Background: an optimization exercise with open tools, aiming at small area. Do not read the settings as production practice.
Only simulation tests tie the RTL to the original design; equivalence was not proved.
The flow treats the clock pin as an ideal source. Dropping or thinning the clock tree relies on that and would not hold on a real chip.
Power and IR drop assume default switching activity.

north:
==> flow/design.v <==
`timescale 1ns / 1ps
module uart2rffe_top
(
    input  clk,
    input  rst_n,
    input  FPGA_RX,
    output FPGA_TX,
    output spi_clk_rffe,
    output spi_sdo_rffe,
    output spi_le_rffe
);
reg [10:0] rxs;
always @(posedge clk)
    if (!rst_n) rxs <= 11'h7ff;
    else        rxs <= {rxs[9:0], FPGA_RX};
wire [2:0] ones = rxs[4] + rxs[5] + rxs[6] + rxs[7] + rxs[8] + rxs[9] + rxs[10];
wire rxd = (ones >= 3'd4);
localparam R_S3 = 4'd3, R_IDLE = 4'd4, R_LOCK = 4'd5, R_SBD = 4'd6, R_START = 4'd7, R_D0 = 4'd8;
reg [3:0] pos;
reg [8:0] rc;        
reg [1:0] ist;       
reg [3:0] n;         
reg [63:0] F;        
reg [2:0] z;         
reg P;               
localparam [8:0] U0 = 9'h055, U217 = 9'h0fa, U432 = 9'h115, U433 = 9'h02a;
function [8:0] lfsr(input [8:0] s);
    lfsr = {s[7:0], s[8] ^ s[4]};
endfunction
wire rtick  = (rc == U433);              
wire rsamp  = (rc == U0);                
wire ridle  = (pos[3:1] == 3'b010);      
wire instop = (pos[3:2] == 2'b00);
wire rstart = (pos == R_IDLE) && !rxd;
wire done   = rtick && (pos == R_S3);
always @(posedge clk) begin
    if (!rst_n) begin
        pos <= R_IDLE;
        ist <= 2'd0;
        n   <= 4'd0;
    end else begin
        if (!rxd && (instop || pos == R_IDLE))
            pos <= (done) ? R_LOCK : R_SBD;
        else if (rtick && !ridle)
            pos <= pos + 4'd1;
        if (rstart)
            n <= 4'd0;
        else if (rtick && pos == R_START && n != 4'd11)
            n <= n + 4'd1;
        if (rstart)            ist <= 2'd0;
        else if (done)         ist <= 2'd1;
        else if (ist == 2'd1)  ist <= 2'd2;
        else if (ist == 2'd2)  ist <= 2'd3;
        else                   ist <= 2'd0;
    end
end
always @(posedge clk)
    if (!rxd && (instop || pos == R_IDLE)) rc <= U217;
    else if (rtick)                        rc <= U0;
    else                                   rc <= lfsr(rc);
wire [7:0] b7 = F[7:0];
always @(posedge clk)
    if (rsamp && pos[3]) begin
        F <= {rxd, F[63:1]};
        if (pos == R_D0) begin
            P <= (z == 3'd5);
            z <= (b7 == 8'h01) ? 3'd1 :
                 (b7 == 8'h02) ? 3'd2 :
                 (b7 == 8'hAA) ? 3'd3 :
                 (b7 == 8'h55) ? 3'd4 :
                 (b7 == 8'h5D && z == 3'd4) ? 3'd5 : 3'd0;
        end
    end
wire act   = ist[1];
wire valid = (n == 4'd11) && P && (F[63:56] == 8'h0A) && (F[55:48] == 8'h0D);
wire [1:0] cmd = z[2] ? 2'd0 : z[1:0];
reg sbusy, spend;
reg [2:0] pres;
reg [5:0] d;         
wire m23 = (cmd == 2'd2);
wire spi_go = act && valid && (cmd == 2'd1 || cmd == 2'd2) && !sbusy;
always @(posedge clk) begin
    if (!rst_n) begin
        sbusy <= 1'b0;
        spend <= 1'b0;
    end else begin
        spend <= spi_go;
        if (!sbusy) begin
            if (spend) sbusy <= 1'b1;
        end else if (pres == 3'd4 && d == (m23 ? 6'd0 : 6'd16))
            sbusy <= 1'b0;
    end
    pres <= (sbusy && pres != 3'd4) ? pres + 3'd1 : 3'd0;
    if (!sbusy) d <= m23 ? 6'd50 : 6'd48;
    else if (pres == 3'd4) d <= d - 6'd1;
end
wire [22:0] W = {F[6:0], F[15:8], F[23:16]};
wire wbit  = W[d[5:1]];
wire ssc12 = m23 ? (d == 6'd49 || d == 6'd48) : (d == 6'd47 || d == 6'd46);
wire datap = m23 ? (d <= 6'd45) : (d <= 6'd43);
assign spi_le_rffe  = !sbusy;
assign spi_clk_rffe = sbusy && datap && d[0];
assign spi_sdo_rffe = sbusy && (ssc12 || (datap && wbit));
localparam T_STOP = 4'd0, T_IDLE = 4'd1, T_PEND = 4'd2, T_PRE = 4'd6, T_START = 4'd7;
reg [3:0] q;
reg [3:0] p;         
reg [8:0] tc;        
wire ttick = (tc == U433);
wire tx_ready = (q == T_IDLE) || (q == T_PEND);
wire tx_go = act && tx_ready && (!valid || cmd == 2'd3);
always @(posedge clk) begin
    if (!rst_n)
        q <= T_IDLE;
    else if (q == T_IDLE) begin
        if (tx_go) q <= T_PEND;
    end else if (q == T_PEND)
        q <= T_PRE;
    else if (ttick) begin
        if (q == T_STOP) q <= (p == 4'd0) ? T_IDLE : T_START;
        else             q <= q + 4'd1;
    end
    if (tx_go)
        p <= valid ? 4'd14 : 4'd7;
    else if (ttick && q == T_STOP)
        p <= (p == 4'd8) ? 4'd2 : p - 4'd1;
    if (q == T_PEND)  tc <= U432;
    else if (ttick)   tc <= U0;
    else              tc <= lfsr(tc);
end
localparam [127:0] CHARS = 128'h0045504741204F4B6572726F72210D0A;
wire [6:0] tbit = {p, q[2:0]};
wire cbit = CHARS[tbit];
wire txb = (q == T_START) ? 1'b0 : q[3] ? cbit : 1'b1;
assign FPGA_TX = !rst_n || txb;
endmodule
export LEC_CHECK = 0
export CAP_MARGIN = 20
export CORE_MARGIN = 2
export CORE_UTILIZATION = 40
export PLACE_DENSITY = 0.6
export SLEW_MARGIN = 20
create_clock -name core_clock -period 20.0 [get_ports {clk}]
standard.sh (not shown) runs the stock make flow with config.mk's settings and CLKGATE_MAP_FILE= SYNTH_SCRIPT=/design/flow/synth_recipe.tcl, a recipe that flattens the netlist after the stock synthesis.
==> flow/flow/run.sh <==
#!/bin/bash
# The standard layout, except the clock tree: after ORFS's clock tree synthesis,
# flow/clock_tree.tcl replaces its tree with a smaller one (a root buffer and one
# buffer per group of nearby flip-flops). Make's full output goes to
# standard_flow.log; ORFS keeps each step's log under orfs/logs/.
set -euo pipefail
export POST_CTS_TCL="$PWD/flow/clock_tree.tcl"
export CTS_TREE_GROUPS="${CTS_TREE_GROUPS:-8}"
export CTS_ROOT_BUF="${CTS_ROOT_BUF:-sky130_fd_sc_hd__clkbuf_4}"
export CTS_LEAF_BUF="${CTS_LEAF_BUF:-sky130_fd_sc_hd__clkbuf_8}"
bash standard.sh > standard_flow.log 2>&1
Other scripts of this flow, unchanged in this note and not shown: flow/flow/clock_tree.tcl
In summary, north completed successfully, with a layout that passed the timing, DRC and antenna checks.
What south does differently from north at the input level:
diff --git a/flow/design.v b/flow/design.v
--- a/flow/design.v
+++ b/flow/design.v
@@ -75,23 +75,19 @@
 wire valid = (n == 4'd11) && P && (F[63:56] == 8'h0A) && (F[55:48] == 8'h0D);
 wire [1:0] cmd = z[2] ? 2'd0 : z[1:0];
-reg sbusy, spend;
 reg [2:0] pres;
 reg [5:0] d;         
 wire m23 = (cmd == 2'd2);
-wire spi_go = act && valid && (cmd == 2'd1 || cmd == 2'd2) && !sbusy;
+wire sidle = (d[5:1] == 5'b11111);
+wire spi_go = act && valid && (cmd == 2'd1 || cmd == 2'd2);
 always @(posedge clk) begin
-    if (!rst_n) begin
-        sbusy <= 1'b0;
-        spend <= 1'b0;
-    end else begin
-        spend <= spi_go;
-        if (!sbusy) begin
-            if (spend) sbusy <= 1'b1;
-        end else if (pres == 3'd4 && d == (m23 ? 6'd0 : 6'd16))
-            sbusy <= 1'b0;
-    end
-    pres <= (sbusy && pres != 3'd4) ? pres + 3'd1 : 3'd0;
-    if (!sbusy) d <= m23 ? 6'd50 : 6'd48;
-    else if (pres == 3'd4) d <= d - 6'd1;
+    if (!rst_n)
+        d <= 6'd63;
+    else if (d == 6'd63) begin
+        if (spi_go) d <= 6'd62;
+    end else if (d == 6'd62)
+        d <= m23 ? 6'd50 : 6'd48;
+    else if (pres == 3'd4)
+        d <= (d == (m23 ? 6'd0 : 6'd16)) ? 6'd63 : d - 6'd1;
+    pres <= (!sidle && pres != 3'd4) ? pres + 3'd1 : 3'd0;
 end
 wire [22:0] W = {F[6:0], F[15:8], F[23:16]};
@@ -99,7 +95,7 @@
 wire ssc12 = m23 ? (d == 6'd49 || d == 6'd48) : (d == 6'd47 || d == 6'd46);
 wire datap = m23 ? (d <= 6'd45) : (d <= 6'd43);
-assign spi_le_rffe  = !sbusy;
-assign spi_clk_rffe = sbusy && datap && d[0];
-assign spi_sdo_rffe = sbusy && (ssc12 || (datap && wbit));
+assign spi_le_rffe  = sidle;
+assign spi_clk_rffe = datap && d[0];
+assign spi_sdo_rffe = ssc12 || (datap && wbit);
 localparam T_STOP = 4'd0, T_IDLE = 4'd1, T_PEND = 4'd2, T_PRE = 4'd6, T_START = 4'd7;
 reg [3:0] q;
From north to south the numbers moved as follows: detailed-route vias per instance increased 0.12, met3 usage essentially unchanged, transition at the pin with the smallest max-transition slack decreased 170 ps, wire length increased 7.1%.
south vs. north: fraction of area in multi-input gates has increased; sequential power dropped about 6%.
north → south: worst endpoint data arrival time down 390 ps; synthesized cell count up 33; area growth from synthesis to final layout flat; wire length of the first global-routing pass up about 8%.
Relative to north, the layout inverter count without the clock tree measured on south has increased by more than 10%.
Final sequential cell count (lower): south
Between north and south, the flow reports total power of the final layout decreasing by a little under 10%.
north -> south: worst hold slack flat
No run of this note takes its clock network from TritonCTS; it comes from the design's own scripts or RTL.

* * *

== run a ==
// uart2rffe_top: RTL as listed in full above, without the edits since
==> flow/config.mk <==
export PLATFORM = sky130hd
export DESIGN_NAME = uart2rffe_top
export DESIGN_NICKNAME = uart2rffe_top
export VERILOG_FILES = /design/flow/design.v
export SDC_FILE = /design/flow/constraint.sdc
export NUM_CORES = 4
export LEC_CHECK = 0
export CAP_MARGIN = 20
export CORE_MARGIN = 2
export CORE_UTILIZATION = 40
export PLACE_DENSITY = 0.6
export SLEW_MARGIN = 20
==> flow/constraint.sdc <==
create_clock -name core_clock -period 20.0 [get_ports {clk}]
set_input_delay 4.0000 -clock core_clock [delete_from_list [all_inputs] [get_ports {clk}]]
set_output_delay 4.0000 -clock core_clock [all_outputs]
set_load 0.01 [all_outputs]
==> flow/flow/run.sh <==
#!/bin/bash
# The standard layout, except the clock tree: after ORFS's clock tree synthesis,
# flow/clock_tree.tcl replaces its tree with a smaller one (a root buffer and one
# buffer per group of nearby flip-flops), and gives the ports the smallest
# buffer. Make's full output goes to
# standard_flow.log; ORFS keeps each step's log under orfs/logs/.
set -euo pipefail
export POST_CTS_TCL="$PWD/flow/clock_tree.tcl"
export CTS_TREE_GROUPS="${CTS_TREE_GROUPS:-8}"
export CTS_ROOT_BUF="${CTS_ROOT_BUF:-sky130_fd_sc_hd__clkbuf_4}"
export PORT_BUF="${PORT_BUF:-sky130_fd_sc_hd__buf_1}"
export CTS_LEAF_BUF="${CTS_LEAF_BUF:-sky130_fd_sc_hd__clkbuf_8}"
bash standard.sh > standard_flow.log 2>&1
Other scripts of this flow, unchanged in this note and not shown: flow/flow/clock_tree.tcl
The following lists how run b was set up differently from run a:
--- a/flow/design.v
+++ b/flow/design.v
@@ -104,4 +104,5 @@
 localparam T_STOP = 4'd0, T_IDLE = 4'd1, T_PEND = 4'd2, T_PRE = 4'd6, T_START = 4'd7;
 reg [3:0] q;
+localparam [63:0] PNEXT = 64'h0a0b654d0948ec31;    
 reg [3:0] p;         
 reg [8:0] tc;        
@@ -117,16 +118,16 @@
         q <= T_PRE;
     else if (ttick) begin
-        if (q == T_STOP) q <= (p == 4'd0) ? T_IDLE : T_START;
+        if (q == T_STOP) q <= (p == 4'd13) ? T_IDLE : T_START;
         else             q <= q + 4'd1;
     end
     if (tx_go)
-        p <= valid ? 4'd14 : 4'd7;
+        p <= valid ? 4'd7 : 4'd2;
     else if (ttick && q == T_STOP)
-        p <= (p == 4'd8) ? 4'd2 : p - 4'd1;
+        p <= PNEXT[4 * p +: 4];
     if (q == T_PEND)  tc <= U432;
     else if (ttick)   tc <= U0;
     else              tc <= lfsr(tc);
 end
-localparam [127:0] CHARS = 128'h0045504741204F4B6572726F72210D0A;
+localparam [127:0] CHARS = 128'h00200a72724f720d456f4b2141654750;
 wire [6:0] tbit = {p, q[2:0]};
 wire cbit = CHARS[tbit];
[summary]
- Run b against run a; number of signal-net inverters in the final layout is up by more than 10%.
- Synthesized area essentially unchanged between run a and run b.
- Between run a and run b, the difference in area of combinational cells with multiple inputs is negligible.
- Power: lower on run b
- [compare] base=run a new=run b: worst setup slack lower, worst hold slack lower, proportion of power drawn by combinational gates lower, register-to-register slack higher, relative area change from synthesis to final layout roughly the same.
- Having completed the whole flow, run b delivered a layout that passed the timing, DRC and antenna checks.
- Run a went all the way through synthesis, placement and routing and the layout is clean on timing, DRC and antenna.
- Per the comparison of run b with run a, sequential power saw a decrease; die span in x stayed essentially flat; via count up 55.
In every run of this note, the design's own scripts or RTL, not TritonCTS, make the clock network.

==> port drivers added, routing unchanged <==
The results above use ideal ports. As a check the final layouts listed here were re-extracted and re-timed, cells and wires unchanged. Step 1 sets driving cells, clkbuf_16 on the clock port and buf_2 on the other inputs (assumed; they add their load-dependent delay and slew). Step 2, shift: input delay + t, output delay - t, t = (earliest + latest rising clock arrival at the registers) / 2. This alone moves slack from input paths to output paths. Slacks: no drivers / after step 1 / after step 2; pairs: no drivers / after step 1.
run	t, ns	setup WS [ns]	hold slack, ns	worst slew at a driven data input, ns	pins driven straight from the clock port
north	0.519	10.159 / 10.136 / 10.136	0.418 / 0.418 / 0.418	0.04	1
south	0.504	10.546 / 10.523 / 10.523	0.418 / 0.418 / 0.418	0.03	1
run a	0.520	10.869 / 10.846 / 10.846	0.418 / 0.418 / 0.418	0.04	1
run b	0.489	10.450 / 10.422 / 10.422	0.411 / 0.411 / 0.411	0.03	1
After both steps setup and hold are still met in every run listed. The setup slack of run b, which loses most, moves by -0.028 ns with the drivers and by -0.028 ns with both steps.
